Source: an optimization exercise on an open RTL-to-GDS flow (aim: small area, a short achievable clock period and few clock cycles). Production flows keep margins and buffers that such runs may drop. At most, simulation tests tie the RTL to the original design; equivalence was not proved. No functional check of the RTL was part of run 5.

[flow/config.mk]
export PLATFORM = sky130hd
export DESIGN_NAME = alu32
export DESIGN_NICKNAME = alu32
export VERILOG_FILES = /design/flow/design.v
export SDC_FILE = /design/flow/constraint.sdc
export NUM_CORES = 4
export LEC_CHECK = 0
export CAP_MARGIN = 20
export CORE_MARGIN = 2
export CORE_UTILIZATION = 40
export SLEW_MARGIN = 20
[flow/flow/run.sh]
#!/bin/bash
set -euo pipefail
bash standard.sh "BUFFER_PORTS_ARGS=-buffer_cell sky130_fd_sc_hd__buf_1" SETUP_SLACK_MARGIN=10 finish > standard.log 2>&1
[flow/constraint.sdc]
create_clock -name core_clock -period 23.0 [get_ports {clk}]
set_input_delay 4.6000 -clock core_clock [delete_from_list [all_inputs] [get_ports {clk}]]
set_output_delay 4.6000 -clock core_clock [all_outputs]
set_load 0.01 [all_outputs]
[flow/standard.sh]
#!/bin/bash
# synth_recipe.tcl (not shown) runs the flow's synth.tcl, then flattens the netlist and writes it again
# the make line also repeats each setting of config.mk as NAME=value (left out here)
make -C /OpenROAD-flow-scripts/flow DESIGN_CONFIG=/design/flow/config.mk WORK_HOME=/design/flow/orfs CLKGATE_MAP_FILE= SYNTH_SCRIPT=/design/flow/synth_recipe.tcl "${@:-finish}"
[flow/design.v]
module half_adder(a,b,s,c); 
  input a,b;
  output s,c;
  xor x1(s,a,b);
  and a1(c,a,b);
endmodule
module full_adder(a,b,cin,cout,sum);
  input a,b,cin;
  output sum,cout;
  wire x,y,z;
  half_adder h1(.a(a),.b(b),.s(x),.c(y));
  half_adder h2(.a(x),.b(cin),.s(sum),.c(z));
  or o1(cout,y,z);
endmodule
module add32(
	input [31:0]A,
	input [31:0]B,
	input c_in,
	output c_out,
	output [31:0]R);
	wire [31:0]c;
	full_adder fa31(A[0],B[0],c_in,c[0],R[0]);
	full_adder fa30(A[1],B[1],c[0],c[1],R[1]);
	full_adder fa29(A[2],B[2],c[1],c[2],R[2]);
	full_adder fa28(A[3],B[3],c[2],c[3],R[3]);
	full_adder fa27(A[4],B[4],c[3],c[4],R[4]);
	full_adder fa26(A[5],B[5],c[4],c[5],R[5]);
	full_adder fa25(A[6],B[6],c[5],c[6],R[6]);
	full_adder fa24(A[7],B[7],c[6],c[7],R[7]);
	full_adder fa23(A[8],B[8],c[7],c[8],R[8]);
	full_adder fa22(A[9],B[9],c[8],c[9],R[9]);
	full_adder fa21(A[10],B[10],c[9],c[10],R[10]);
	full_adder fa20(A[11],B[11],c[10],c[11],R[11]);
	full_adder fa19(A[12],B[12],c[11],c[12],R[12]);
	full_adder fa18(A[13],B[13],c[12],c[13],R[13]);
	full_adder fa17(A[14],B[14],c[13],c[14],R[14]);
	full_adder fa16(A[15],B[15],c[14],c[15],R[15]);
	full_adder fa15(A[16],B[16],c[15],c[16],R[16]);
	full_adder fa14(A[17],B[17],c[16],c[17],R[17]);
	full_adder fa13(A[18],B[18],c[17],c[18],R[18]);
	full_adder fa12(A[19],B[19],c[18],c[19],R[19]);
	full_adder fa11(A[20],B[20],c[19],c[20],R[20]);
	full_adder fa10(A[21],B[21],c[20],c[21],R[21]);
	full_adder fa9(A[22],B[22],c[21],c[22],R[22]);
	full_adder fa8(A[23],B[23],c[22],c[23],R[23]);
	full_adder fa7(A[24],B[24],c[23],c[24],R[24]);
	full_adder fa6(A[25],B[25],c[24],c[25],R[25]);
	full_adder fa5(A[26],B[26],c[25],c[26],R[26]);
	full_adder fa4(A[27],B[27],c[26],c[27],R[27]);
	full_adder fa3(A[28],B[28],c[27],c[28],R[28]);
	full_adder fa2(A[29],B[29],c[28],c[29],R[29]);
	full_adder fa1(A[30],B[30],c[29],c[30],R[30]);
	full_adder fa0(A[31],B[31],c[30],c_out,R[31]);
endmodule
module sub32(A, B, R);
	input [31:0] A;
	input [31:0] B;
	output [31:0] R;
	wire [31:0]notB;
	wire [31:0]compB;
	wire tCout,tCout2;
	localparam zero = 1'b0;
	not not31(notB[31],B[31]);
	not not30(notB[30],B[30]);
	not not29(notB[29],B[29]);
	not not28(notB[28],B[28]);
	not not27(notB[27],B[27]);
	not not26(notB[26],B[26]);
	not not25(notB[25],B[25]);
	not not24(notB[24],B[24]);
	not not23(notB[23],B[23]);
	not not22(notB[22],B[22]);
	not not21(notB[21],B[21]);
	not not20(notB[20],B[20]);
	not not19(notB[19],B[19]);
	not not18(notB[18],B[18]);
	not not17(notB[17],B[17]);
	not not16(notB[16],B[16]);
	not not15(notB[15],B[15]);
	not not14(notB[14],B[14]);
	not not13(notB[13],B[13]);
	not not12(notB[12],B[12]);
	not not11(notB[11],B[11]);
	not not10(notB[10],B[10]);
	not not9(notB[9],B[9]);
	not not8(notB[8],B[8]);
	not not7(notB[7],B[7]);
	not not6(notB[6],B[6]);
	not not5(notB[5],B[5]);
	not not4(notB[4],B[4]);
	not not3(notB[3],B[3]);
	not not2(notB[2],B[2]);
	not not1(notB[1],B[1]);
	not not0(notB[0],B[0]);
	add32 compp1(notB,32'b1,zero,tCout,compB);
	add32 result(A,compB,zero,tCout2,R);
endmodule
module and32 (a, b, out);
input [31:0] a;
input [31:0] b;
output [31:0] out;
and and_0(out[0], b[0], a[0]);
and and_1(out[1], b[1], a[1]);
and and_2(out[2], b[2], a[2]);
and and_3(out[3], b[3], a[3]);
and and_4(out[4], b[4], a[4]);
and and_5(out[5], b[5], a[5]);
and and_6(out[6], b[6], a[6]);
and and_7(out[7], b[7], a[7]);
and and_8(out[8], b[8], a[8]);
and and_9(out[9], b[9], a[9]);
and and_10(out[10], b[10], a[10]);
and and_11(out[11], b[11], a[11]);
and and_12(out[12], b[12], a[12]);
and and_13(out[13], b[13], a[13]);
and and_14(out[14], b[14], a[14]);
and and_15(out[15], b[15], a[15]);
and and_16(out[16], b[16], a[16]);
and and_17(out[17], b[17], a[17]);
and and_18(out[18], b[18], a[18]);
and and_19(out[19], b[19], a[19]);
and and_20(out[20], b[20], a[20]);
and and_21(out[21], b[21], a[21]);
and and_22(out[22], b[22], a[22]);
and and_23(out[23], b[23], a[23]);
and and_24(out[24], b[24], a[24]);
and and_25(out[25], b[25], a[25]);
and and_26(out[26], b[26], a[26]);
and and_27(out[27], b[27], a[27]);
and and_28(out[28], b[28], a[28]);
and and_29(out[29], b[29], a[29]);
and and_30(out[30], b[30], a[30]);
and and_31(out[31], b[31], a[31]);
endmodule
module or32(a, b, out);
input [31:0] a;
input [31:0] b;
output [31:0] out;
or or_0(out[0], b[0], a[0]);
or or_1(out[1], b[1], a[1]);
or or_2(out[2], b[2], a[2]);
or or_3(out[3], b[3], a[3]);
or or_4(out[4], b[4], a[4]);
or or_5(out[5], b[5], a[5]);
or or_6(out[6], b[6], a[6]);
or or_7(out[7], b[7], a[7]);
or or_8(out[8], b[8], a[8]);
or or_9(out[9], b[9], a[9]);
or or_10(out[10], b[10], a[10]);
or or_11(out[11], b[11], a[11]);
or or_12(out[12], b[12], a[12]);
or or_13(out[13], b[13], a[13]);
or or_14(out[14], b[14], a[14]);
or or_15(out[15], b[15], a[15]);
or or_16(out[16], b[16], a[16]);
or or_17(out[17], b[17], a[17]);
or or_18(out[18], b[18], a[18]);
or or_19(out[19], b[19], a[19]);
or or_20(out[20], b[20], a[20]);
or or_21(out[21], b[21], a[21]);
or or_22(out[22], b[22], a[22]);
or or_23(out[23], b[23], a[23]);
or or_24(out[24], b[24], a[24]);
or or_25(out[25], b[25], a[25]);
or or_26(out[26], b[26], a[26]);
or or_27(out[27], b[27], a[27]);
or or_28(out[28], b[28], a[28]);
or or_29(out[29], b[29], a[29]);
or or_30(out[30], b[30], a[30]);
or or_31(out[31], b[31], a[31]);
endmodule
module xor32 (a, b, out);
input [31:0] a;
input [31:0] b;
output [31:0] out;
xor xor_0(out[0], b[0], a[0]);
xor xor_1(out[1], b[1], a[1]);
xor xor_2(out[2], b[2], a[2]);
xor xor_3(out[3], b[3], a[3]);
xor xor_4(out[4], b[4], a[4]);
xor xor_5(out[5], b[5], a[5]);
xor xor_6(out[6], b[6], a[6]);
xor xor_7(out[7], b[7], a[7]);
xor xor_8(out[8], b[8], a[8]);
xor xor_9(out[9], b[9], a[9]);
xor xor_10(out[10], b[10], a[10]);
xor xor_11(out[11], b[11], a[11]);
xor xor_12(out[12], b[12], a[12]);
xor xor_13(out[13], b[13], a[13]);
xor xor_14(out[14], b[14], a[14]);
xor xor_15(out[15], b[15], a[15]);
xor xor_16(out[16], b[16], a[16]);
xor xor_17(out[17], b[17], a[17]);
xor xor_18(out[18], b[18], a[18]);
xor xor_19(out[19], b[19], a[19]);
xor xor_20(out[20], b[20], a[20]);
xor xor_21(out[21], b[21], a[21]);
xor xor_22(out[22], b[22], a[22]);
xor xor_23(out[23], b[23], a[23]);
xor xor_24(out[24], b[24], a[24]);
xor xor_25(out[25], b[25], a[25]);
xor xor_26(out[26], b[26], a[26]);
xor xor_27(out[27], b[27], a[27]);
xor xor_28(out[28], b[28], a[28]);
xor xor_29(out[29], b[29], a[29]);
xor xor_30(out[30], b[30], a[30]);
xor xor_31(out[31], b[31], a[31]);
endmodule
module nor32(a, b, out);
input [31:0] a;
input [31:0] b;
output [31:0] out;
nor nor_0(out[0], b[0], a[0]);
nor nor_1(out[1], b[1], a[1]);
nor nor_2(out[2], b[2], a[2]);
nor nor_3(out[3], b[3], a[3]);
nor nor_4(out[4], b[4], a[4]);
nor nor_5(out[5], b[5], a[5]);
nor nor_6(out[6], b[6], a[6]);
nor nor_7(out[7], b[7], a[7]);
nor nor_8(out[8], b[8], a[8]);
nor nor_9(out[9], b[9], a[9]);
nor nor_10(out[10], b[10], a[10]);
nor nor_11(out[11], b[11], a[11]);
nor nor_12(out[12], b[12], a[12]);
nor nor_13(out[13], b[13], a[13]);
nor nor_14(out[14], b[14], a[14]);
nor nor_15(out[15], b[15], a[15]);
nor nor_16(out[16], b[16], a[16]);
nor nor_17(out[17], b[17], a[17]);
nor nor_18(out[18], b[18], a[18]);
nor nor_19(out[19], b[19], a[19]);
nor nor_20(out[20], b[20], a[20]);
nor nor_21(out[21], b[21], a[21]);
nor nor_22(out[22], b[22], a[22]);
nor nor_23(out[23], b[23], a[23]);
nor nor_24(out[24], b[24], a[24]);
nor nor_25(out[25], b[25], a[25]);
nor nor_26(out[26], b[26], a[26]);
nor nor_27(out[27], b[27], a[27]);
nor nor_28(out[28], b[28], a[28]);
nor nor_29(out[29], b[29], a[29]);
nor nor_30(out[30], b[30], a[30]);
nor nor_31(out[31], b[31], a[31]);
endmodule
module lessthan32 (a, b, out);
input [31:0] a;
input [31:0] b;
output [31:0] out;
wire [31:0] sub1_w;
localparam one = 1'b1;
sub32 sub_1(a, b, sub1_w);
and and_1(out[0], sub1_w[31], one);
assign out[31:1] = 31'b0;
endmodule
module mux8x1(a, b, c, d, e, f, g, h, S,out);
	input a, b, c, d, e, f, g, h;
	input [2:0] S;
	output out;
	wire sNot0;
	wire sNot1;
	wire sNot2;
	wire w1;
	wire w2;
	wire w3;
	wire w4;
	wire w5;
	wire w6;
	wire w7;
	wire w8;
	not (sNot2,S[2]);
	not (sNot1,S[1]);
	not (sNot0,S[0]);
	and (w1,sNot2,sNot1,sNot0,a);
	and (w2,S[2],sNot1,sNot0,b);
	and (w3,sNot2,S[1],sNot0,c);
	and (w4,S[2],S[1],sNot0,d);
	and (w5,sNot2,sNot1,S[0],e);
	and (w6,S[2],sNot1,S[0],f);
	and (w7,sNot2,S[1],S[0],g);
	and (w8,S[2],S[1],S[0],h);
	or (out,w1,w2,w3,w4,w5,w6,w7,w8);
endmodule
module mod_cu(
    input clk,
    input reset,
    input start,
    input less_than_B,   
    output reg save_A,   
    output reg subtract,  
    output reg done       
);
localparam [1:0] 
    first_s = 2'b00,
    secod_s = 2'b01,
    third_s = 2'b10,
    final_s = 2'b11;
reg [1:0] state;
always @(posedge clk or posedge reset) begin
    if (reset)
        state <= first_s;
    else begin
        case (state)
            first_s: state <= start ? secod_s : first_s;
            secod_s: state <= third_s;
            third_s: state <= less_than_B ? final_s : third_s;
            final_s: state <= first_s;
        endcase
    end
end
always @(*) begin
    save_A = (state == secod_s);
    subtract = (state == third_s) && !less_than_B;
    done = (state == final_s);
end
endmodule
module mod_dp(
    input clk,
    input [31:0] A,
    input [31:0] B,
    input save_A,        
    input subtract,      
    output reg [31:0] result,
    output less_than_B   
);
reg [31:0] TEMP;
always @(posedge clk) begin
    if (save_A) begin
        TEMP <= A;
    end
    else if (subtract) begin
        TEMP <= TEMP - B;
    end
end
assign less_than_B = TEMP < B;
always @(posedge clk) begin
    if (less_than_B) begin
        result <= TEMP;
    end
end
endmodule
module mod #(parameter M = 3) (
    input clk,
    input reset,
    input start,
    input [31:0] A,
    input [31:0] B,
    output [31:0] result,
    output done
);
function [4:0] clz32(input [31:0] v);
    reg [15:0] c1; reg [15:0] v1;
    reg [15:0] c2; reg [7:0] v2;
    reg [11:0] c3; reg [3:0] v3;
    reg [7:0] c4; reg [1:0] v4;
    integer i;
    begin
        for (i = 0; i < 16; i = i + 1) begin
            v1[i] = v[2*i+1] | v[2*i];
            c1[i] = ~v[2*i+1];
        end
        for (i = 0; i < 8; i = i + 1) begin
            v2[i] = v1[2*i+1] | v1[2*i];
            c2[2*i+1 -: 2] = v1[2*i+1] ? {1'b0, c1[2*i+1]} : {1'b1, c1[2*i]};
        end
        for (i = 0; i < 4; i = i + 1) begin
            v3[i] = v2[2*i+1] | v2[2*i];
            c3[3*i+2 -: 3] = v2[2*i+1] ? {1'b0, c2[4*i+3 -: 2]} : {1'b1, c2[4*i+1 -: 2]};
        end
        for (i = 0; i < 2; i = i + 1) begin
            v4[i] = v3[2*i+1] | v3[2*i];
            c4[4*i+3 -: 4] = v3[2*i+1] ? {1'b0, c3[6*i+5 -: 3]} : {1'b1, c3[6*i+2 -: 3]};
        end
        clz32 = v4[1] ? {1'b0, c4[7:4]} : {1'b1, c4[3:0]};
    end
endfunction
function [32:0] bksub(input [31:0] r, input [31:0] d);
    reg [31:0] g0, p0, g, p;
    integer i, l;
    begin
        g0 = r & ~d;
        p0 = r ^ ~d;
        g = g0;
        p = p0;
        g[0] = g0[0] | p0[0];
        for (l = 1; l < 32; l = l * 2)
            for (i = 2*l-1; i < 32; i = i + 2*l) begin
                g[i] = g[i] | (p[i] & g[i-l]);
                p[i] = p[i] & p[i-l];
            end
        for (l = 8; l >= 1; l = l / 2)
            for (i = 3*l-1; i < 32; i = i + 2*l) begin
                g[i] = g[i] | (p[i] & g[i-l]);
                p[i] = p[i] & p[i-l];
            end
        bksub = {g[31], p0 ^ {g[30:0], 1'b1}};
    end
endfunction
reg busy;
reg signed [5:0] kt;
reg [31:0] R;
reg [31:0] X;
wire [4:0] lza = clz32(A);
wire [4:0] lzb = clz32(B);
wire [5:0] kd = {1'b0, lzb} - {1'b0, lza};
wire [4:0] k0 = kd[5] ? 5'd0 : kd[4:0];
reg [31:0] r [0:M];
reg [32:0] t [0:M-1];
integer j;
always @(*) begin
    r[0] = R;
    for (j = 0; j < M; j = j + 1) begin
        t[j] = bksub(r[j], X >> j);
        r[j+1] = (kt >= j && t[j][32]) ? t[j][31:0] : r[j];
    end
end
wire last = kt < M;
wire [4:0] kn = busy ? kt[4:0] - M : k0;
assign done = busy && last;
assign result = r[M];
always @(posedge clk or posedge reset) begin
    if (reset)
        busy <= 1'b0;
    else if (busy)
        busy <= !last;
    else
        busy <= start;
end
always @(posedge clk) begin
    if (!busy) begin
        R <= A;
        kt <= {1'b0, k0};
    end else begin
        R <= r[M];
        kt <= kt - M;
    end
    X <= B << kn;
end
endmodule
module alu32(clk,reset,start,a, b, aluop,out,done);
input wire clk;
input wire reset;
input wire start;
input [31:0] a;
input [31:0] b;
input [2:0] aluop;
output reg [31:0] out;
output wire done;
wire [31:0] modres;
wire sub = ~aluop[2];
wire [31:0] bx = b ^ {32{sub}};
wire [31:0] g0 = a & bx;
wire [31:0] p0 = a ^ bx;
reg [31:0] g, p;
integer i, l;
always @(*) begin
    g = g0;
    p = p0;
    g[0] = g0[0] | (p0[0] & sub);
    for (l = 1; l < 32; l = l * 2)
        for (i = 2*l-1; i < 32; i = i + 2*l) begin
            g[i] = g[i] | (p[i] & g[i-l]);
            p[i] = p[i] & p[i-l];
        end
    for (l = 8; l >= 1; l = l / 2)
        for (i = 3*l-1; i < 32; i = i + 2*l) begin
            g[i] = g[i] | (p[i] & g[i-l]);
            p[i] = p[i] & p[i-l];
        end
end
wire [31:0] sum = p0 ^ {g[30:0], sub};
mod op8(.clk(clk), .reset(reset), .start(start), .A(a), .B(b), .result(modres), .done(done));
always @(*) begin
    case (aluop)
        3'b000: out = a & b;
        3'b100: out = a | b;
        3'b010: out = a ^ b;
        3'b110: out = ~(a | b);
        3'b001: out = {31'b0, sum[31]};
        3'b101: out = sum;
        3'b011: out = sum;
        default: out = modres;
    endcase
end
endmodule
==> flow_metrics.env, run 1 <==
export IMPL_htreeDepth=3
export IMPL_grt_use_met2=0.463
export IMPL_track_usage=0.292
export IMPL_dr_total_vias=13800
export IMPL_drv_cap=0
export IMPL_synth_avg_cell_area_um2=8.01
export IMPL_worstPathRequired_ns=18.40
export IMPL_fin_skew_ns=0.0130
export IMPL_via_per_inst=6.09
export IMPL_slowest_delay_ns=0.46
export IMPL_status="no timing/DRC/antenna violations"
export IMPL_max_freq_ghz=0.0722
export IMPL_dp_cells=2181
export IMPL_finalCriticalPeriod_ns=13.85
export IMPL_synthFlopType="dfxtp_1"
export IMPL_crit_path_end="out[13]"
export IMPL_die_w_um=189
export IMPL_finalNonFillerCells=2266
export IMPL_synth_commonest_cells="ha_1 (193), inv_1 (173), mux2i_1 (120), a21oi_1 (105), nor2_1 (104)"
export IMPL_synth_nets=2030
export IMPL_cpMostUsedCell="a21o_1"
export IMPL_grt_overflow=0
export IMPL_cp_num_buf_inv=13
export IMPL_clk_pin_slew_ns=0.06
export IMPL_crit_path_end_kind="primary output"
export IMPL_wl_per_cell_um=23.9
export IMPL_yosysTopAreaCell="ha_1"
export IMPL_place_hpwl_mm=38.4
export IMPL_clk_path_buf_depth=2
export IMPL_dieArea_um2=35600
export IMPL_cts_root_buffer="clkbuf_16"
export IMPL_drive_gt1_frac=0.188
export IMPL_drc=0
export IMPL_grt_pass1_wl_mm=79.8
export IMPL_grtUsageMet3=0.0417
export IMPL_grt_util_met1=0.383
export IMPL_clock_latency_ns=0.36
export IMPL_clkSinkCount=71
export IMPL_cts_made_buffers=9
export IMPL_drt_iter0_markers=1319
export IMPL_io_pins=103
export IMPL_worstSetupPathType="register to primary output"
export IMPL_cts_tree="yes"
export IMPL_crit_path_max_fanout=18
export IMPL_worst_pin_slew_ns=0.964
export IMPL_synth_sequential_area_ratio=0.105
export IMPL_firstDrtPassIters=5
export IMPL_arrival_ns=9.25
export IMPL_finalCritPeriodShare=0.602
export IMPL_synth_distinct_cells=84
export IMPL_async_reset_ff_frac=0.0141
export IMPL_area_growth_synth_to_final_pct=22.3
export IMPL_busiest_layer="met2"
export IMPL_path_depth=47
export IMPL_first_global_vias=13300
export IMPL_reg2reg_slack_ns=14.11
export IMPL_rsz0062_at_grt="yes"
export IMPL_antenna_found_initial=2
export IMPL_ant_nets=0
export IMPL_netlist_instances=1703
export IMPL_synthMostInstantiatedCell="ha_1"
export IMPL_reg2reg_from="op8.R[0]"
export IMPL_tns_ns=0
export IMPL_place_congestion=0.946
export IMPL_slew_violations=0
export IMPL_dieHeight_um=189
export IMPL_fin_nets=2139
export IMPL_setup_viol=0
export IMPL_ys_seq_elements=71
export IMPL_syn_cell_area_um2=13600
export IMPL_cp_startpoint="op8.R[0]"
export IMPL_slew_limit_headroom=0.357
export IMPL_yosysTopAreaCellShare=0.177
export IMPL_portBuffers=102
export IMPL_start_util=0.407
export IMPL_cp_start_kind="register"
export IMPL_crit_family="compound AO/OA/AOI/OAI gates"
export IMPL_r2r_end="op8.R[0]"
export IMPL_synth_edf_count=0
export IMPL_fp_row_count=67
export IMPL_hp_class="register to register"
export IMPL_synth_area_leaders="ha_1 (18%), dfxtp_1 (10%), fa_1 (9.4%), mux2i_1 (8.8%), inv_1 (4.8%)"
export IMPL_hold_ws_ns=0.666
export IMPL_ys_warn_count=4
export IMPL_final_hold_violation_count=0
export IMPL_totalWireLength_mm=54.2
export IMPL_core_area_um2=33500
export IMPL_rr_worst_depth=47
export IMPL_grt_max_degree=73
export IMPL_critPathSlowestCell="fa_2"
-- stage by stage --
| stage | utilization | instance area (um^2) | setup slack, ns |
|---|---|---|---|
| floorplan | - | 13800 | 9.80 |
| global placement | 0.429 | 14400 | 8.71 |
| detailed placement | 0.429 | 14400 | 8.66 |
| CTS | 0.476 | 16000 | 9.24 |
| global route | 0.498 | 16700 | 9.01 |
| finish | 0.498 | 16700 | 9.15 |
-- area by class of cell --
type / count / area [um^2]
fillers: 3226 / 16800
multi-input cells: 1364 / 12100
repair buffers: 188 / 1570
flip-flops and latches: 71 / 1430
inverters: 178 / 668
well taps: 448 / 561
clock buffers: 9 / 225
clock inverters: 7 / 96.3
diodes: 1 / 2.50
-- what timing repair did --
item	4_1_cts	5_1_grt
setup endpoints to repair	32	32
hold buffers	0	0
gates resized for setup	179	77
cloned	8	6
hold endpoints to repair	0	0
pin swaps	78	59
buffers inserted	35	19
-- flip-flops by register name, summed over array words and instances, names as in the netlist --
register  cells
op8.busy      1
op8.kt        6
op8.R        32
op8.X        32
-- layout by cell type (no fill, tap or decap), types with 10 or more instances in the layout --
master     instances
ha_1             179
inv_1            168
mux2i_1          108
nor2_1            99
nand2_1           91
a21oi_1           89
dfxtp_1           66
xnor2_1           64
o21ai_0           62
buf_1             60
fa_1              56
a21o_1            54
buf_4             49
nand3_1           48
a31oi_1           41
buf_2             33
o22ai_1           32
mux2_2            29
xor2_1            29
a211oi_1          22
nor3_1            18
buf_6             16
o21ai_4           15
o21ai_1           15
clkbuf_16         15
a21oi_2           14
nor2b_1           13
nor4_1            12
a22o_1            12
nand2b_1          11
a22oi_1           11
ha_4              11
o211ai_1          10
a221oi_1          10
buf_16            10
-- routing by layer --
metal  vias to the layer above  share of wire  wire length (um)
li1                       6352              -                 -
met4                         2          0.054              2920
met2                       588           0.45             24300
met5                         -        0.00033                18
met3                       119          0.071              3870
met1                      6747           0.43             23000
-- worst reg2reg max path, delay by kind of cell, from the launching register on --
family	cells	cell delay, ns
multiplexers	1	0.19
buffers and inverters	13	1.54
AND/OR/NAND/NOR	5	1.08
adder cells (fa/ha/maj)	5	1.45
flip-flops	1	0.32
AO/OA/AOI/OAI	23	4.21
-- worst min-delay path by stage --
| stage | startpoint | end | slack, ns | cells after the start |
|---|---|---|---|---|
| finish | op8.kt[5] | op8.kt[5] | 0.67 | 2 |
| global route | op8.kt[5] | op8.kt[5] | 0.69 | 2 |
| CTS | op8.kt[5] | op8.kt[5] | 0.66 | 2 |
| detailed placement | op8.kt[5] | op8.kt[5] | 0.65 | 2 |
| global placement | op8.kt[5] | op8.kt[5] | 0.65 | 2 |
| floorplan | op8.kt[3] | op8.kt[5] | 0.67 | 4 |
-- kinds of logic after synthesis --
kind of cell               share of synthesized area
AOI/OAI and AO/OA                              0.238
xor gates and xnor gates                      0.0629
adders and majority gates                      0.277
buffers and inverters                         0.0771
DFF                                            0.105
muxes                                          0.116
and+or+nand+nor                                0.126
Testbench counts, summed over its fixed seeds: cycles 4,027.
==> run 2, diff against run 1 <==
--- a/flow/config.mk
+++ b/flow/config.mk
@@ -6,4 +6,5 @@
 export NUM_CORES = 4
 export LEC_CHECK = 0
+export ABC_AREA = 1
 export CAP_MARGIN = 20
 export CORE_MARGIN = 2
==> run 2 against run 1 <==
Effect of this change: global-route usage fell by 4.1 points; via count fell by 2.7%; largest cell class unchanged; die area fell by 3.1%; routed wire length fell by 22%.
==> flow_metrics.env, run 2 <==
export IMPL_critPathSlowestCell="fa_1"
export IMPL_synth_xor_area_frac=0.0557
export IMPL_cpMostUsedCell="nand2_1"
export IMPL_portBuffers=102
export IMPL_slew_limit_headroom=0.317
export IMPL_cts_tree="yes"
export IMPL_ys_warn_count=4
export IMPL_hp_class="register to register"
export IMPL_synth_edf_count=0
export IMPL_place_congestion=0.901
export IMPL_synth_avg_cell_area_um2=6.53
export IMPL_clk_pin_slew_ns=0.07
export IMPL_synth_top_family_by_area="adder cells"
export IMPL_synthMostInstantiatedCell="nand2_1"
export IMPL_synth_commonest_cells="nand2_1 (509), inv_1 (312), ha_1 (193), o21ai_0 (174), nand3_1 (132)"
export IMPL_die_w_um=186
export IMPL_yosysTopAreaCellShare=0.183
export IMPL_fin_nets=2421
export IMPL_via_per_inst=5.29
export IMPL_drive_gt1_frac=0.0629
export IMPL_synthFlopType="dfxtp_1"
export IMPL_status="no timing/DRC/antenna violations"
export IMPL_arrival_ns=8.23
export IMPL_dieArea_um2=34500
export IMPL_setup_viol=0
export IMPL_netlist_instances=2023
export IMPL_tns_ns=0
export IMPL_area_growth_synth_to_final_pct=11.6
export IMPL_crit_path_end_kind="primary output"
export IMPL_ys_seq_elements=71
export IMPL_synth_sequential_area_ratio=0.108
export IMPL_worstSetupPathType="input port to primary output"
export IMPL_grt_max_degree=66
export IMPL_fin_ws_ns=10.17
export IMPL_final_hold_violation_count=0
export IMPL_muxShareOfSynthArea=0.00151
export IMPL_synthSimpleGateAreaFrac=0.254
export IMPL_clk_path_buf_depth=2
export IMPL_clkSinkCount=71
export IMPL_async_reset_ff_frac=0.0141
export IMPL_yosysTopAreaCell="ha_1"
export IMPL_cp_start_kind="input port"
export IMPL_finalCritPeriodShare=0.558
export IMPL_place_ws_ns=8.79
export IMPL_ant_nets=0
export IMPL_dieHeight_um=186
export IMPL_synth_distinct_cells=56
export IMPL_register_area_um2=1430
export IMPL_hold_buffers=0
export IMPL_path_cells="clkbuf_2, buf_12, xnor2_1, ha_1, nand2_1, nand2_1, a31oi_4, o21a_1, nor2_1, nand2_1, nand3_1, nand2_1, nand3_2, a21oi_4, buf_4, o21ai_0, fa_1, or2_2, a311oi_4, nand2_1, buf_1"
export IMPL_track_usage=0.251
export IMPL_cp_num_buf_inv=4
export IMPL_htreeDepth=3
export IMPL_drc=0
export IMPL_multiInputGateArea_um2=10600
export IMPL_fp_row_count=66
export IMPL_core_area_um2=32500
export IMPL_finalCriticalPeriod_ns=12.83
export IMPL_crit_path_max_fanout=9
export IMPL_syn_cell_area_um2=13200
export IMPL_cts_root_buffer="clkbuf_16"
export IMPL_first_global_vias=12700
export IMPL_slowest_delay_ns=0.43
export IMPL_totalWireLength_mm=42.4
export IMPL_finalNonFillerCells=2541
export IMPL_firstDrtPassIters=7
export IMPL_final_common_cell="nand2_1"
export IMPL_rsz0062_at_grt="no"
export IMPL_top_regs="op8.R x32, op8.X x32, op8.kt x6"
export IMPL_max_freq_ghz=0.0779
export IMPL_antenna_found_initial=1
export IMPL_dp_cells=2508
export IMPL_slew_violations=0
export IMPL_synth_fa_ha_area_frac=0.280
export IMPL_crit_family="simple AND/OR/NAND/NOR gates"
export IMPL_wl_per_cell_um=16.7
export IMPL_synth_nets=2350
export IMPL_grt_pass1_wl_mm=67.6
export IMPL_fin_skew_ns=0.0116
export IMPL_dr_total_vias=13400
export IMPL_fill_cells=3498
export IMPL_n_antenna_cell=0
export IMPL_place_hpwl_mm=34.0
export IMPL_synth_area_leaders="ha_1 (18%), nand2_1 (14%), dfxtp_1 (11%), fa_1 (9.7%), inv_1 (8.9%)"
export IMPL_clock_latency_ns=0.36
export IMPL_drt_iter0_markers=926
export IMPL_start_util=0.406
export IMPL_synth_compound_area_share=0.185
export IMPL_hold_ws_ns=0.664
export IMPL_grt_overflow=0
export IMPL_worst_pin_slew_ns=0.999
export IMPL_worstPathRequired_ns=18.40
export IMPL_final_cell_mix="nand2_1 (503), inv_1 (310), ha_1 (192)"
export IMPL_io_pins=103
export IMPL_cts_made_buffers=9
export IMPL_drv_cap=0
-- run 2: changes by cell type after synthesis, moves of 22 or more --
cell | previous run | this run
nand3_1 | 52 | 132
o211ai_1 | 10 | 32
nand2_1 | 96 | 509
a21o_1 | 55 | 14
o22ai_1 | 32 | 2
o21ai_0 | 69 | 174
inv_1 | 173 | 312
mux2i_1 | 120 | 2
a31oi_1 | 54 | 20
a21oi_1 | 105 | 79
mux2_2 | 30 | 0
-- run 2: layout make-up --
class | count | share of cell area
multi-input cells | 1557 | 0.715
flip-flops and latches | 71 | 0.0967
inverters | 318 | 0.0811
repair buffers | 137 | 0.0491
well taps | 442 | 0.0375
clock buffers | 9 | 0.0153
clock inverters | 7 | 0.00526
-- run 2: timing repair --
item	in CTS	in global routing
gates cloned	3	0
gates resized for setup	24	33
pin swaps	7	6
setup buffers	11	3
setup endpoints to repair	32	32
-- run 2: logic make-up after synthesis --
kind of cell / Yosys count
AND/OR/NAND/NOR: 804
AO/OA/AOI/OAI: 408
buffers and inverters: 397
adder cells (fa/ha/maj): 257
XOR/XNOR: 84
flip-flops: 71
multiplexers: 2
-- run 2: worst paths after layout --
path / start / endpoint / slack [ns] / cells after the start
min in group asynchronous: reset / op8.busy / 4.04 / 2
setup / recovery: aluop[2] / out[23] / 10.17 / 21
max in group asynchronous: reset / op8.busy / 18.87 / 2
setup reg to reg: op8.R[0] / op8.R[31] / 15.55 / 54
hold reg to reg: op8.busy / op8.busy / 0.66 / 3
hold / removal: op8.busy / op8.busy / 0.66 / 3
-- run 2: metal layers --
| layer | vias to the layer above | wire length (um) | GRT usage |
|---|---|---|---|
| met3 | 53 | 2160 | 0.0221 |
| met4 | 0 | 968 | 0.0769 |
| li1 | 6758 | - | - |
| met2 | 342 | 19500 | 0.411 |
| met5 | - | 0 | 0 |
| met1 | 6281 | 19800 | 0.348 |
-- run 2: stage by stage --
stage / util / instance area, um^2
2_1_floorplan: - / 13200
3_3_place_gp: 0.430 / 14000
3_5_place_dp: 0.430 / 14000
4_1_cts: 0.448 / 14600
5_1_grt: 0.454 / 14800
6_report: 0.454 / 14800
-- run 2: tightest hold or removal path, cell delays in order (launching register included) --
cell and delay [ns]:
dfrtp_1 0.39, inv_1 0.09, a21oi_1 0.07, nor2_1 0.08
==> run 3, diff against run 2 <==
--- a/flow/config.mk
+++ b/flow/config.mk
@@ -7,6 +7,6 @@
 export LEC_CHECK = 0
 export ABC_AREA = 1
-export CAP_MARGIN = 20
+export CAP_MARGIN = 0
 export CORE_MARGIN = 2
 export CORE_UTILIZATION = 40
-export SLEW_MARGIN = 20
+export SLEW_MARGIN = 0
==> run 3 against run 2 <==
Effect of this change: synthesized area is the same; register-to-register slack is essentially flat; fmax is the same; core utilization is the same; cell count is the same; cell area is the same; global-route usage is the same.
==> flow_metrics.env, run 3 <==
export IMPL_status="no timing/DRC/antenna violations"
export IMPL_htreeDepth=3
export IMPL_final_hold_violation_count=0
export IMPL_syn_cell_area_um2=13200
export IMPL_start_util=0.406
export IMPL_cts_made_buffers=9
export IMPL_die_w_um=186
export IMPL_synth_xor_area_frac=0.0557
export IMPL_io_pins=103
export IMPL_max_freq_ghz=0.0779
export IMPL_ys_seq_elements=71
export IMPL_area_growth_synth_to_final_pct=11.6
export IMPL_worstSetupPathType="input port to primary output"
export IMPL_netlist_instances=2023
export IMPL_critPathSlowestCell="fa_1"
export IMPL_synth_compound_area_share=0.185
export IMPL_place_hpwl_mm=34.0
export IMPL_yosysTopAreaCell="ha_1"
export IMPL_drt_iter0_markers=926
export IMPL_synth_nets=2350
export IMPL_wl_per_cell_um=16.7
export IMPL_dieArea_um2=34500
export IMPL_fin_skew_ns=0.0116
export IMPL_fp_row_count=66
export IMPL_hold_start="op8.busy"
export IMPL_crit_path_end_kind="primary output"
export IMPL_hold_buffers=0
export IMPL_slowest_delay_ns=0.43
export IMPL_synth_fa_ha_area_frac=0.280
export IMPL_dr_total_vias=13400
export IMPL_yosysTopAreaCellShare=0.183
export IMPL_grt_overflow=0
export IMPL_synth_commonest_cells="nand2_1 (509), inv_1 (312), ha_1 (193), o21ai_0 (174), nand3_1 (132)"
export IMPL_register_area_um2=1430
export IMPL_rr_worst_depth=54
export IMPL_ys_warn_count=4
export IMPL_finalCriticalPeriod_ns=12.83
export IMPL_crit_path_max_fanout=9
export IMPL_holdPathEnd="op8.busy"
export IMPL_rsz0062_at_grt="no"
export IMPL_wl_met2_mm=19.5
export IMPL_via_per_inst=5.29
export IMPL_grt_pass1_wl_mm=67.6
export IMPL_fin_nets=2421
export IMPL_slew_limit_headroom=0.317
export IMPL_holdPathStages=3
export IMPL_top_regs="op8.R x32, op8.X x32, op8.kt x6"
export IMPL_grt_max_degree=66
export IMPL_slew_violations=0
export IMPL_clock_latency_ns=0.36
export IMPL_cts_root_buffer="clkbuf_16"
export IMPL_cts_tree="yes"
export IMPL_drv_cap=0
export IMPL_top_layer_used="met4"
export IMPL_tns_ns=0
export IMPL_worstPathRequired_ns=18.40
export IMPL_antenna_found_initial=1
export IMPL_fill_cells=3498
export IMPL_synthMostInstantiatedCell="nand2_1"
export IMPL_totalWireLength_mm=42.4
export IMPL_route_met3_wl_mm=2.16
export IMPL_synth_top_family_by_area="adder cells"
export IMPL_wl_met1_mm=19.8
export IMPL_n_antenna_cell=0
export IMPL_drc=0
export IMPL_reg2reg_slack_ns=15.55
export IMPL_synthSimpleGateAreaFrac=0.254
export IMPL_firstDrtPassIters=7
export IMPL_path_cells="clkbuf_2, buf_12, xnor2_1, ha_1, nand2_1, nand2_1, a31oi_4, o21a_1, nor2_1, nand2_1, nand3_1, nand2_1, nand3_2, a21oi_4, buf_4, o21ai_0, fa_1, or2_2, a311oi_4, nand2_1, buf_1"
export IMPL_synth_area_leaders="ha_1 (18%), nand2_1 (14%), dfxtp_1 (11%), fa_1 (9.7%), inv_1 (8.9%)"
export IMPL_place_congestion=0.901
export IMPL_synth_sequential_area_ratio=0.108
export IMPL_cp_start_kind="input port"
export IMPL_synthFlopType="dfxtp_1"
export IMPL_drive_gt1_frac=0.0629
export IMPL_clk_path_buf_depth=2
export IMPL_core_area_um2=32500
export IMPL_multiInputGateArea_um2=10600
export IMPL_cpMostUsedCell="nand2_1"
export IMPL_worst_pin_slew_ns=0.999
export IMPL_async_reset_ff_frac=0.0141
export IMPL_clk_pin_slew_ns=0.07
export IMPL_final_common_cell="nand2_1"
export IMPL_reg2reg_from="op8.R[0]"
export IMPL_dieHeight_um=186
export IMPL_arrival_ns=8.23
export IMPL_hp_class="register to register"
export IMPL_synth_avg_cell_area_um2=6.53
export IMPL_portBuffers=102
export IMPL_final_cell_mix="nand2_1 (503), inv_1 (310), ha_1 (192)"
export IMPL_setup_viol=0
export IMPL_first_global_vias=12700
export IMPL_r2r_end="op8.R[31]"
export IMPL_synth_distinct_cells=56
export IMPL_ant_nets=0
export IMPL_clkSinkCount=71
export IMPL_track_usage=0.251
export IMPL_finalCritPeriodShare=0.558
export IMPL_synth_edf_count=0
export IMPL_muxShareOfSynthArea=0.00151
-- run 3: cell counts after synthesis --
Identical to the previous run, type by type.
-- run 3: logic make-up after synthesis --
| kind of cell | after synthesis |
|---|---|
| DFF | 71 |
| xor gates and xnor gates | 84 |
| adders and majority gates | 257 |
| and+or+nand+nor | 804 |
| AOI/OAI and AO/OA | 408 |
| muxes | 2 |
| buffers and inverters | 397 |
-- run 3: what timing repair did --
action / 4_1_cts / 5_1_grt
gates resized for setup: 24 / 34
setup buffers: 11 / 3
gates cloned: 3 / 0
pin swaps: 7 / 6
setup endpoints to repair: 32 / 32
-- run 3: worst max path at each step --
stage	from	endpoint	slack, ns	cells after the start
after global routing	aluop[2]	out[0]	9.97	26
after global placement	aluop[2]	out[31]	8.87	25
after floorplan	aluop[2]	out[31]	10.01	25
final	aluop[2]	out[23]	10.17	21
after detailed placement	aluop[2]	out[31]	8.79	25
after CTS	aluop[2]	out[25]	10.02	21
-- run 3: cell type report --
| type | instances | share of cell area |
|---|---|---|
| repair buffers | 137 | 0.0491 |
| flip-flops and latches | 71 | 0.0967 |
| clock inverters | 7 | 0.00526 |
| well taps | 442 | 0.0375 |
| multi-input cells | 1557 | 0.715 |
| inverters | 318 | 0.0811 |
| clock buffers | 9 | 0.0153 |
-- run 3: per-layer routing --
metal	track usage	up-vias
li1	-	6758
met1	0.348	6281
met2	0.411	342
met3	0.0221	53
met4	0.0769	0
met5	0	-
-- run 3: through the flow --
| stage | cells | util | hold WS (ns) | cell area, um^2 | setup slack, ns |
|---|---|---|---|---|---|
| 2_1_floorplan | 2023 | - | 0.511 | 13200 | 10.01 |
| 3_3_place_gp | 2508 | 0.430 | 0.636 | 14000 | 8.87 |
| 3_5_place_dp | 2508 | 0.430 | 0.650 | 14000 | 8.79 |
| 4_1_cts | 2538 | 0.448 | 0.664 | 14600 | 10.02 |
| 5_1_grt | 2541 | 0.454 | 0.693 | 14800 | 9.97 |
| 6_report | 2541 | 0.454 | 0.664 | 14800 | 10.17 |
-- run 3: worst max-delay path: cells and delay by family --
kind                       cells  cell delay [ns]
xor gates and xnor gates       1             0.12
buffers and inverters          4             0.62
and+or+nand+nor                9             1.08
adders and majority gates      2             0.75
AOI/OAI and AO/OA              5             1.04
==> run 4, diff against run 3 <==
==> flow/flow/run.sh (replaced) <==
#!/bin/bash
set -euo pipefail
bash standard.sh "BUFFER_PORTS_ARGS=-buffer_cell sky130_fd_sc_hd__buf_1" SETUP_SLACK_MARGIN=10.5 finish > standard.log 2>&1
--- a/flow/config.mk
+++ b/flow/config.mk
@@ -7,6 +7,7 @@
 export LEC_CHECK = 0
 export ABC_AREA = 1
-export CAP_MARGIN = 0
+export CAP_MARGIN = 20
 export CORE_MARGIN = 2
-export CORE_UTILIZATION = 40
-export SLEW_MARGIN = 0
+export CORE_UTILIZATION = 65
+export CTS_BUF_LIST = sky130_fd_sc_hd__clkbuf_4 sky130_fd_sc_hd__clkbuf_8
+export SLEW_MARGIN = 20
==> run 4 against run 3 <==
Effect of this change: synthesized cell count unchanged; cell area about the same; non-clock buffer count increased by 12; count of clock-buffer cells in the layout up 2; largest cell class unchanged; fmax is 2.0% higher; register-to-register slack improved by 0.30 ns; still clean; die area is 38% lower; first-iteration DRC count increased by 43%; core utilization rose by 28 points.
==> flow_metrics.env, run 4 <==
export IMPL_hold_ws_ns=0.684
export IMPL_worstSetupPathType="input port to primary output"
export IMPL_area_growth_synth_to_final_pct=11.6
export IMPL_max_freq_ghz=0.0795
export IMPL_finalCriticalPeriod_ns=12.58
export IMPL_cp_startpoint="aluop[2]"
export IMPL_synth_nets=2350
export IMPL_ant_nets=0
export IMPL_finalNonFillerCells=2382
export IMPL_crit_path_max_fanout=5
export IMPL_synth_sequential_area_ratio=0.108
export IMPL_drc=0
export IMPL_slew_violations=0
export IMPL_arrival_ns=7.98
export IMPL_r2r_end="op8.R[29]"
export IMPL_place_hpwl_mm=31.1
export IMPL_wl_per_cell_um=17.1
export IMPL_firstDrtPassIters=6
export IMPL_grtUsageMet3=0.0388
export IMPL_tns_ns=0
export IMPL_totalWireLength_mm=40.8
export IMPL_fin_skew_ns=0.0179
export IMPL_cts_made_buffers=9
export IMPL_finalCritPeriodShare=0.547
export IMPL_place_congestion=0.968
export IMPL_portBuffers=102
export IMPL_worstPathRequired_ns=18.40
export IMPL_reg2reg_slack_ns=15.85
export IMPL_clkSinkCount=71
export IMPL_hp_class="register to register"
export IMPL_busiest_layer="met2"
export IMPL_die_w_um=147
export IMPL_drv_cap=0
export IMPL_slew_limit_headroom=0.349
export IMPL_cp_start_kind="input port"
export IMPL_yosysTopAreaCellShare=0.183
export IMPL_cts_tree="yes"
export IMPL_synth_avg_cell_area_um2=6.53
export IMPL_yosysTopAreaCell="ha_1"
export IMPL_clock_latency_ns=0.36
export IMPL_placed_cell_area_um2=13800
export IMPL_dieHeight_um=147
export IMPL_synth_commonest_cells="nand2_1 (509), inv_1 (312), ha_1 (193), o21ai_0 (174), nand3_1 (132)"
export IMPL_fill_cells=1755
export IMPL_final_hold_violation_count=0
export IMPL_dp_cells=2332
export IMPL_clk_pin_slew_ns=0.09
export IMPL_io_pins=103
export IMPL_synthMostInstantiatedCell="nand2_1"
export IMPL_htreeDepth=3
export IMPL_n_antenna_cell=0
export IMPL_grt_util_met1=0.548
export IMPL_multiInputGateArea_um2=10700
export IMPL_final_common_cell="nand2_1"
export IMPL_async_reset_ff_frac=0.0141
export IMPL_drive_gt1_frac=0.0881
export IMPL_crit_path_end_kind="primary output"
export IMPL_crit_path_end="out[0]"
export IMPL_grt_use_met2=0.570
export IMPL_syn_cell_area_um2=13200
export IMPL_antenna_found_initial=0
export IMPL_status="no timing/DRC/antenna violations"
export IMPL_synth_distinct_cells=56
export IMPL_register_area_um2=1430
export IMPL_dieArea_um2=21500
export IMPL_fin_nets=2434
export IMPL_setup_viol=0
export IMPL_dr_total_vias=13900
export IMPL_rr_worst_depth=46
export IMPL_clk_path_buf_depth=2
export IMPL_post_route_cell_area_um2=14700
export IMPL_synth_area_leaders="ha_1 (18%), nand2_1 (14%), dfxtp_1 (11%), fa_1 (9.7%), inv_1 (8.9%)"
export IMPL_rsz0062_at_grt="yes"
export IMPL_grt_max_degree=66
export IMPL_core_area_um2=20100
export IMPL_drt_iter0_markers=1326
export IMPL_grt_overflow=0
export IMPL_synth_edf_count=0
export IMPL_hold_buffers=0
export IMPL_track_usage=0.367
export IMPL_fp_row_count=52
export IMPL_first_global_vias=12500
export IMPL_final_cell_mix="nand2_1 (498), inv_1 (310), ha_1 (189)"
export IMPL_grt_pass1_wl_mm=63.8
export IMPL_synthFlopType="dfxtp_1"
export IMPL_via_per_inst=5.81
export IMPL_reg2reg_from="op8.X[3]"
export IMPL_ys_seq_elements=71
export IMPL_cts_root_buffer="clkbuf_8"
export IMPL_worst_pin_slew_ns=0.976
export IMPL_top_regs="op8.R x32, op8.X x32, op8.kt x6"
export IMPL_netlist_instances=2023
export IMPL_start_util=0.657
export IMPL_ys_warn_count=4
-- run 4: cell counts after synthesis --
Identical to the previous run, type by type.
-- run 4: layout make-up --
type	instances	area share
clock buffers	11	0.0103
flip-flops and latches	71	0.0969
multi-input cells	1558	0.727
clock inverters	5	0.00280
well taps	270	0.0229
repair buffers	149	0.0592
inverters	318	0.0810
-- run 4: worst min-delay path by stage --
stage               startpoint        end  slack (ns)  depth (start not counted)
finish               op8.kt[5]  op8.kt[5]        0.68                          2
global route         op8.kt[5]  op8.kt[5]        0.68                          2
CTS                  op8.kt[5]  op8.kt[5]        0.65                          2
detailed placement   op8.kt[5]  op8.kt[5]        0.64                          2
global placement     op8.kt[5]  op8.kt[5]        0.61                          2
floorplan            op8.kt[5]  op8.kt[5]        0.51                          2
-- run 4: worst max-delay path, stage by stage --
cell	delay (ns)
clkbuf_16	0.16
xnor2_4	0.18
ha_4	0.24
nand2_1	0.10
nand2_2	0.07
a31oi_4	0.17
o21a_1	0.20
nor2_2	0.06
nand2_1	0.07
nand3_2	0.07
nand2_1	0.08
nand3_2	0.11
a21oi_4	0.22
o221ai_4	0.13
inv_2	0.11
o21ai_4	0.07
nand2_1	0.08
nand2_1	0.07
fa_2	0.35
xnor2_2	0.15
xnor2_2	0.15
buf_4	0.16
a21oi_2	0.13
nand2_1	0.09
buf_2	0.15
-- run 4: kinds of logic after synthesis --
group,count (synthesis),share of synthesized area
xor+xnor,84,0.0557
compound gates,408,0.185
buf+inv,397,0.116
mux,2,0.00151
flops,71,0.108
simple gates,804,0.254
fa+ha+maj,257,0.280
-- run 4: what timing repair did --
item,in CTS,in global routing
pin swaps,10,20
gates resized for setup,37,80
cloned,3,5
endpoints found under the setup margin,32,32
buffers inserted,10,16
-- run 4: metrics by stage --
stage | utilization | setup slack, ns
finish | 0.733 | 10.42
global route | 0.733 | 10.28
CTS | 0.708 | 10.51
detailed placement | 0.684 | 8.97
global placement | 0.684 | 9.01
floorplan | - | 10.50
-- run 4: routing by layer --
metal / vias up / part of all wire
met2: 615 / 0.44
met4: 0 / 0.028
met3: 73 / 0.088
met1: 6371 / 0.44
met5: - / 0
li1: 6791 / -
==> run 5, diff against run 4 <==
--- a/flow/design.v
+++ b/flow/design.v
@@ -471,15 +471,10 @@
 wire [31:0] sum = p0 ^ {g[30:0], sub};
 mod op8(.clk(clk), .reset(reset), .start(start), .A(a), .B(b), .result(modres), .done(done));
-always @(*) begin
-    case (aluop)
-        3'b000: out = a & b;
-        3'b100: out = a | b;
-        3'b010: out = a ^ b;
-        3'b110: out = ~(a | b);
-        3'b001: out = {31'b0, sum[31]};
-        3'b101: out = sum;
-        3'b011: out = sum;
-        default: out = modres;
-    endcase
-end
+wire sumsel = aluop[0] & (aluop[2] ^ aluop[1]);
+wire sltsel = aluop[0] & ~aluop[2] & ~aluop[1];
+wire [31:0] logic_ab = aluop[1] ? (aluop[2] ? ~(a | b) : a ^ b)
+                                : (aluop[2] ? a | b : a & b);
+wire [31:0] other = aluop[0] ? ((aluop[2] & aluop[1]) ? modres : 32'b0) : logic_ab;
+wire [31:0] sumbits = {{32{sumsel}} & sum} | {31'b0, sltsel & sum[31]};
+always @(*) out = other | sumbits;
 endmodule
==> flow/flow/run.sh (replaced) <==
#!/bin/bash
set -euo pipefail
bash standard.sh "BUFFER_PORTS_ARGS=-buffer_cell sky130_fd_sc_hd__buf_1" SETUP_SLACK_MARGIN=10 finish > standard.log 2>&1
--- a/flow/config.mk
+++ b/flow/config.mk
@@ -9,5 +9,4 @@
 export CAP_MARGIN = 20
 export CORE_MARGIN = 2
-export CORE_UTILIZATION = 65
-export CTS_BUF_LIST = sky130_fd_sc_hd__clkbuf_4 sky130_fd_sc_hd__clkbuf_8
+export CORE_UTILIZATION = 40
 export SLEW_MARGIN = 20
==> run 5 against run 4 <==
Effect of this change: still clean on timing, DRC and antenna; via count up 1.4%; non-clock buffer count decreased by 10; sequential share of layout area shrank 0.25 points; critical path depth is 1 lower; synthesized area grew 2.0%; register-to-register slack got worse by 0.20 ns; hold slack lost 0.021 ns; die area up 64%; synthesized cell count rose by 3.1%; clock skew decreased by 0.0088 ns; critical endpoint unchanged.
==> flow_metrics.env, run 5 <==
export IMPL_clk_path_buf_depth=2
export IMPL_htreeDepth=3
export IMPL_synth_distinct_cells=52
export IMPL_wl_per_cell_um=17.1
export IMPL_fp_row_count=67
export IMPL_fin_skew_ns=0.00913
export IMPL_top_regs="op8.R x32, op8.X x32, op8.kt x6"
export IMPL_clkSinkCount=71
export IMPL_grt_max_degree=67
export IMPL_arrival_ns=8.26
export IMPL_ys_warn_count=4
export IMPL_io_pins=103
export IMPL_ant_nets=0
export IMPL_start_util=0.404
export IMPL_synthFlopType="dfxtp_1"
export IMPL_drv_cap=0
export IMPL_ys_seq_elements=71
export IMPL_track_usage=0.246
export IMPL_final_common_cell="nand2_1"
export IMPL_synth_area_leaders="ha_1 (18%), nand2_1 (15%), dfxtp_1 (10%), fa_1 (9.5%), inv_1 (8.3%)"
export IMPL_status="no timing/DRC/antenna violations"
export IMPL_firstDrtPassIters=6
export IMPL_synth_nets=2414
export IMPL_netlist_instances=2086
export IMPL_async_reset_ff_frac=0.0141
export IMPL_crit_path_end_kind="primary output"
export IMPL_clk_pin_slew_ns=0.06
export IMPL_worstPathRequired_ns=18.40
export IMPL_fin_nets=2480
export IMPL_drc=0
export IMPL_area_growth_synth_to_final_pct=12.2
export IMPL_portBuffers=102
export IMPL_finalNonFillerCells=2605
export IMPL_core_area_um2=33400
export IMPL_cts_root_buffer="clkbuf_16"
export IMPL_synth_avg_cell_area_um2=6.46
export IMPL_dp_cells=2563
export IMPL_finalCriticalPeriod_ns=12.86
export IMPL_final_cell_mix="nand2_1 (536), inv_1 (295), nand3_1 (192)"
export IMPL_crit_path_max_fanout=8
export IMPL_tns_ns=0
export IMPL_first_global_vias=13300
export IMPL_setup_viol=0
export IMPL_yosysTopAreaCellShare=0.180
export IMPL_totalWireLength_mm=44.6
export IMPL_grt_overflow=0
export IMPL_dr_total_vias=14100
export IMPL_n_antenna_cell=0
export IMPL_die_w_um=188
export IMPL_dieArea_um2=35200
export IMPL_synth_edf_count=0
export IMPL_rsz0062_at_grt="yes"
export IMPL_drt_iter0_markers=900
export IMPL_syn_cell_area_um2=13500
export IMPL_drive_gt1_frac=0.0728
export IMPL_cts_made_buffers=9
export IMPL_synth_commonest_cells="nand2_1 (547), inv_1 (298), ha_1 (194), nand3_1 (194), o21ai_0 (179)"
export IMPL_max_freq_ghz=0.0777
export IMPL_cts_tree="yes"
export IMPL_place_congestion=0.955
export IMPL_synthMostInstantiatedCell="nand2_1"
export IMPL_slew_limit_headroom=0.365
export IMPL_worstSetupPathType="input port to primary output"
export IMPL_slew_violations=0
export IMPL_clock_latency_ns=0.35
export IMPL_hp_class="register to register"
export IMPL_synth_sequential_area_ratio=0.106
export IMPL_finalCritPeriodShare=0.559
export IMPL_final_hold_violation_count=0
export IMPL_place_hpwl_mm=34.2
export IMPL_grt_pass1_wl_mm=69.8
export IMPL_cp_start_kind="input port"
export IMPL_antenna_found_initial=0
export IMPL_via_per_inst=5.39
export IMPL_yosysTopAreaCell="ha_1"
export IMPL_dieHeight_um=188
export IMPL_fill_cells=3557
export IMPL_worst_pin_slew_ns=0.951
## run 5: cell types whose count changed in the layout (fill, tap and decap cells not counted), moves of 12 or more
cell     change
a32o_1      +14
buf_4       -12
inv_1       -15
nand2_1     +38
nand3_1     +64
nor2_1      -15
## run 5: cells by family after synthesis
| group | share of synthesized area |
|---|---|
| fa+ha+maj | 0.275 |
| flops | 0.106 |
| xor+xnor | 0.0514 |
| compound gates | 0.165 |
| mux | 0.00297 |
| buf+inv | 0.114 |
| simple gates | 0.285 |
## run 5: worst max-delay path, stage by stage
cell	delay, ns
clkbuf_16	0.16
buf_12	0.16
xnor2_2	0.18
ha_1	0.26
nand2_1	0.08
inv_1	0.04
a221o_1	0.39
a21oi_2	0.18
nand3b_1	0.17
o21ai_2	0.10
nand2_1	0.09
nand2_2	0.08
nand2_2	0.10
nand2_4	0.06
nand2_2	0.09
nand2_2	0.06
fa_2	0.38
xnor2_2	0.17
xnor2_1	0.13
inv_1	0.09
nor4_4	0.31
a221oi_2	0.07
nand2_1	0.14
buf_2	0.14
## run 5: final cells by class
cell class,count,area (um^2),area share
clock buffers,10,239,0.0158
inverters,303,1140,0.0752
clock inverters,6,51.3,0.00339
flip-flops and latches,71,1430,0.0944
repair buffers,139,798,0.0528
multi-input cells,1628,10900,0.721
well taps,448,561,0.0371
## run 5: path summary, 6_finish.rpt
path,start,to,slack [ns],cells past startpoint
max,aluop[2],out[0],10.14,24
min,op8.kt[4],op8.kt[5],0.66,3
max reg2reg,op8.X[7],op8.R[29],15.65,44
min reg2reg,op8.kt[4],op8.kt[5],0.66,3
max in group asynchronous,reset,op8.busy,18.87,2
min in group asynchronous,reset,op8.busy,4.04,2
## run 5: repair_timing
| item | 4_1_cts | 5_1_grt |
|---|---|---|
| hold endpoints to repair | 0 | 0 |
| pin swaps | 12 | 21 |
| endpoints found under the setup margin | 32 | 32 |
| hold buffers | 0 | 0 |
| cloned | 4 | 4 |
| setup buffers | 7 | 11 |
| gates resized for setup | 26 | 55 |
## run 5: through the flow
stage	setup slack [ns]	cell area, um^2	hold slack [ns]	util
after detailed placement	8.78	14200	0.656	0.425
after CTS	9.94	14700	0.668	0.440
after global routing	9.92	15100	0.721	0.453
after global placement	8.84	14200	0.647	0.425
final	10.14	15100	0.662	0.453
after floorplan	10.02	13500	0.528	-
## run 5: layer usage
| metal | vias up | part of all wire | global-route usage | wire (um) |
|---|---|---|---|---|
| met1 | 6559 | 0.46 | 0.346 | 20600 |
| met3 | 79 | 0.050 | 0.0146 | 2220 |
| met2 | 462 | 0.46 | 0.407 | 20600 |
| met4 | 0 | 0.027 | 0.0712 | 1220 |
| met5 | - | 0 | 0 | 0 |
| li1 | 6950 | - | - | - |
==> run 6, diff against run 5 <==
--- a/flow/design.v
+++ b/flow/design.v
@@ -449,32 +449,18 @@
 wire [31:0] modres;
 wire sub = ~aluop[2];
-wire [31:0] bx = b ^ {32{sub}};
-wire [31:0] g0 = a & bx;
-wire [31:0] p0 = a ^ bx;
-reg [31:0] g, p;
-integer i, l;
+wire [32:0] sum33 = {a, 1'b1} + {b ^ {32{sub}}, sub};
+wire [31:0] sum = sum33[32:1];
+mod op8(.clk(clk), .reset(reset), .start(start), .A(a), .B(b), .result(modres), .done(done));
 always @(*) begin
-    g = g0;
-    p = p0;
-    g[0] = g0[0] | (p0[0] & sub);
-    for (l = 1; l < 32; l = l * 2)
-        for (i = 2*l-1; i < 32; i = i + 2*l) begin
-            g[i] = g[i] | (p[i] & g[i-l]);
-            p[i] = p[i] & p[i-l];
-        end
-    for (l = 8; l >= 1; l = l / 2)
-        for (i = 3*l-1; i < 32; i = i + 2*l) begin
-            g[i] = g[i] | (p[i] & g[i-l]);
-            p[i] = p[i] & p[i-l];
-        end
+    case (aluop)
+        3'b000: out = a & b;
+        3'b100: out = a | b;
+        3'b010: out = a ^ b;
+        3'b110: out = ~(a | b);
+        3'b001: out = {31'b0, sum[31]};
+        3'b101: out = sum;
+        3'b011: out = sum;
+        default: out = modres;
+    endcase
 end
-wire [31:0] sum = p0 ^ {g[30:0], sub};
-mod op8(.clk(clk), .reset(reset), .start(start), .A(a), .B(b), .result(modres), .done(done));
-wire sumsel = aluop[0] & (aluop[2] ^ aluop[1]);
-wire sltsel = aluop[0] & ~aluop[2] & ~aluop[1];
-wire [31:0] logic_ab = aluop[1] ? (aluop[2] ? ~(a | b) : a ^ b)
-                                : (aluop[2] ? a | b : a & b);
-wire [31:0] other = aluop[0] ? ((aluop[2] & aluop[1]) ? modres : 32'b0) : logic_ab;
-wire [31:0] sumbits = {{32{sumsel}} & sum} | {31'b0, sltsel & sum[31]};
-always @(*) out = other | sumbits;
 endmodule
==> run 6 against run 5 <==
Effect of this change: clock skew fell by 0.0026 ns; die area up 0.72%; global-route usage grew 1.9 points; register-to-register slack got worse by 0.09 ns; largest cell class unchanged.
==> flow_metrics.env, run 6 <==
export IMPL_die_w_um=188
export IMPL_place_congestion=0.974
export IMPL_track_usage=0.265
export IMPL_fin_skew_ns=0.00652
export IMPL_synthFlopType="dfxtp_1"
export IMPL_drc=0
export IMPL_finalCriticalPeriod_ns=12.67
export IMPL_dr_total_vias=14600
export IMPL_fp_row_count=67
export IMPL_fin_nets=2523
export IMPL_firstDrtPassIters=8
export IMPL_hold_ws_ns=0.664
export IMPL_cp_start_kind="input port"
export IMPL_io_pins=103
export IMPL_clock_latency_ns=0.34
export IMPL_cts_tree="yes"
export IMPL_yosysTopAreaCell="ha_1"
export IMPL_wl_per_cell_um=17.9
export IMPL_hold_buffers=0
export IMPL_dieArea_um2=35400
export IMPL_synth_area_leaders="ha_1 (18%), nand2_1 (14%), dfxtp_1 (10%), inv_1 (8.3%), nand3_1 (7.8%)"
export IMPL_rsz0062_at_grt="no"
export IMPL_dieHeight_um=188
export IMPL_antenna_found_initial=0
export IMPL_synth_sequential_area_ratio=0.105
export IMPL_fill_cells=3610
export IMPL_crit_path_max_fanout=39
export IMPL_worstPathRequired_ns=18.40
export IMPL_reg2reg_slack_ns=15.56
export IMPL_status="no timing/DRC/antenna violations"
export IMPL_n_antenna_cell=0
export IMPL_ant_nets=0
export IMPL_clk_pin_slew_ns=0.06
export IMPL_final_common_cell="nand2_1"
export IMPL_busiest_layer="met2"
export IMPL_grt_pass1_wl_mm=74.6
export IMPL_cpMostUsedCell="nand2_1"
export IMPL_final_cell_mix="nand2_1 (515), inv_1 (297), nand3_1 (212)"
export IMPL_synth_commonest_cells="nand2_1 (521), inv_1 (299), nand3_1 (212), ha_1 (196), o21ai_0 (154)"
export IMPL_cts_made_buffers=9
export IMPL_max_freq_ghz=0.0789
export IMPL_fin_ws_ns=10.33
export IMPL_grt_max_degree=65
export IMPL_cts_root_buffer="clkbuf_16"
export IMPL_grt_overflow=0
export IMPL_async_reset_ff_frac=0.0141
export IMPL_first_global_vias=13800
export IMPL_grt_use_met2=0.428
export IMPL_drt_iter0_markers=1354
export IMPL_critPathSlowestCell="buf_8"
export IMPL_tns_ns=0
export IMPL_path_cells="clkbuf_2, buf_8, xnor2_1, ha_1, a21oi_1, nand2_1, a21oi_1, o21ai_1, a21oi_1, inv_1, nand2_1, nand2_1, a21boi_1, o21ai_0, nand2_1, nand3b_1, nand3_1, nand2_1, nor2_1, nand2_1, buf_1"
export IMPL_top_regs="op8.R x32, op8.X x32, op8.kt x6"
export IMPL_grt_util_met1=0.369
export IMPL_syn_cell_area_um2=13600
export IMPL_synth_avg_cell_area_um2=6.34
export IMPL_clk_path_buf_depth=2
export IMPL_worst_pin_slew_ns=1.19
export IMPL_worstSetupPathType="input port to primary output"
export IMPL_drv_cap=0
export IMPL_slew_limit_headroom=0.206
export IMPL_portBuffers=102
export IMPL_slew_violations=0
export IMPL_place_ws_ns=9.02
export IMPL_core_area_um2=33400
export IMPL_multiInputGateArea_um2=10800
export IMPL_crit_path_end_kind="primary output"
export IMPL_synth_edf_count=0
export IMPL_yosysTopAreaCellShare=0.181
export IMPL_ys_warn_count=4
export IMPL_drive_gt1_frac=0.0515
export IMPL_place_hpwl_mm=37.6
export IMPL_totalWireLength_mm=47.7
export IMPL_hp_class="register to register"
export IMPL_setup_viol=0
export IMPL_arrival_ns=8.07
export IMPL_grtUsageMet3=0.0173
export IMPL_synthMostInstantiatedCell="nand2_1"
export IMPL_synth_nets=2454
export IMPL_area_growth_synth_to_final_pct=10.1
export IMPL_clkSinkCount=71
export IMPL_final_hold_violation_count=0
export IMPL_htreeDepth=3
export IMPL_finalCritPeriodShare=0.551
export IMPL_synth_distinct_cells=58
export IMPL_netlist_instances=2140
export IMPL_start_util=0.406
export IMPL_slowest_delay_ns=0.32
export IMPL_via_per_inst=5.47
export IMPL_register_area_um2=1430
export IMPL_ys_seq_elements=71
-- run 6: final timing paths --
kind                                start  cells after the start        end
worst max-delay path             aluop[2]                     21    out[24]
worst min-delay path            op8.kt[4]                      3  op8.kt[5]
worst max register to register  op8.X[12]                     49   op8.R[9]
max in group asynchronous           reset                      2   op8.busy
worst min register to register  op8.kt[4]                      3  op8.kt[5]
min in group asynchronous           reset                      2   op8.busy
-- run 6: repair_timing --
| action | CTS | global route |
|---|---|---|
| buffers inserted | 7 | 6 |
| setup endpoints to repair | 32 | 32 |
| pin swaps | 3 | 7 |
| resized for setup | 7 | 25 |
| cloned | 3 | 3 |
-- run 6: stage by stage --
| stage | instance area (um^2) | util | instances |
|---|---|---|---|
| CTS | 14800 | 0.441 | 2653 |
| floorplan | 13600 | - | 2140 |
| global route | 14900 | 0.447 | 2662 |
| finish | 14900 | 0.447 | 2662 |
| detailed placement | 14300 | 0.429 | 2627 |
| global placement | 14300 | 0.429 | 2627 |
-- run 6: metal layers --
layer	routed length [um]	share of wire	vias up
met5	0	0	-
li1	-	-	7224
met2	21300	0.45	497
met3	2760	0.058	101
met1	21700	0.45	6742
met4	1920	0.040	0
-- run 6: worst max-delay path, delay by kind of cell --
kind                       cells  cell delay, ns
xor gates and xnor gates       1            0.17
adders and majority gates      1            0.30
and+or+nand+nor                9            1.06
buffers and inverters          4            0.61
AOI/OAI and AO/OA              6            1.29
-- run 6: cell families after synthesis --
kind of cell	Yosys count	share of synthesized area
xor+xnor	91	0.0587
flops	71	0.105
simple gates	916	0.287
buf+inv	388	0.111
mux	3	0.00221
fa+ha+maj	244	0.251
compound gates	427	0.184
-- run 6: cell type report --
| type | instances | share of cell area |
|---|---|---|
| Timing Repair inverter | 1 | 0.000502 |
| Sequential cell | 71 | 0.0954 |
| Tap cell | 448 | 0.0375 |
| Multi-Input combinational cell | 1685 | 0.725 |
| Clock buffer | 12 | 0.0158 |
| Inverter | 308 | 0.0776 |
| Timing Repair Buffer | 133 | 0.0451 |
| Clock inverter | 4 | 0.00318 |
Testbench counts of run 6, summed over its fixed seeds: cycles 4,027.

## port drivers added, routing unchanged
In the flow no input, the clock included, has a driving cell. The finished layouts below were timed again as built, in two steps. Step 1 sets driving cells, clkbuf_16 on the clock port and buf_2 on the other inputs (assumed; they add their load-dependent delay and slew). Step 2 also shifts input and output timing later by t, the mid clock arrival at the registers, as if the neighbouring blocks saw the same clock. Slacks: ideal ports / drivers / drivers and shift; pairs: ideal ports / drivers.
run | t, ns | setup WS [ns] | latest minus earliest clock arrival (ns) | worst register clock-pin slew, ns
run 1 | 0.403 | 9.146 / 9.101 / 9.281 | 0.013 / 0.013 | 0.07 / 0.07
run 2 | 0.394 | 10.171 / 10.150 / 10.150 | 0.012 / 0.012 | 0.07 / 0.07
run 3 | 0.394 | 10.171 / 10.150 / 10.150 | 0.012 / 0.012 | 0.07 / 0.07
run 4 | 0.384 | 10.424 / 10.290 / 10.290 | 0.018 / 0.018 | 0.09 / 0.09
run 5 | 0.394 | 10.136 / 10.043 / 10.043 | 0.010 / 0.009 | 0.07 / 0.07
run 6 | 0.381 | 10.326 / 10.303 / 10.303 | 0.007 / 0.007 | 0.06 / 0.06
After both steps setup and hold are still met in every run listed. The setup slack of run 4, which loses most, moves by -0.134 ns with the drivers and by -0.134 ns with both steps.
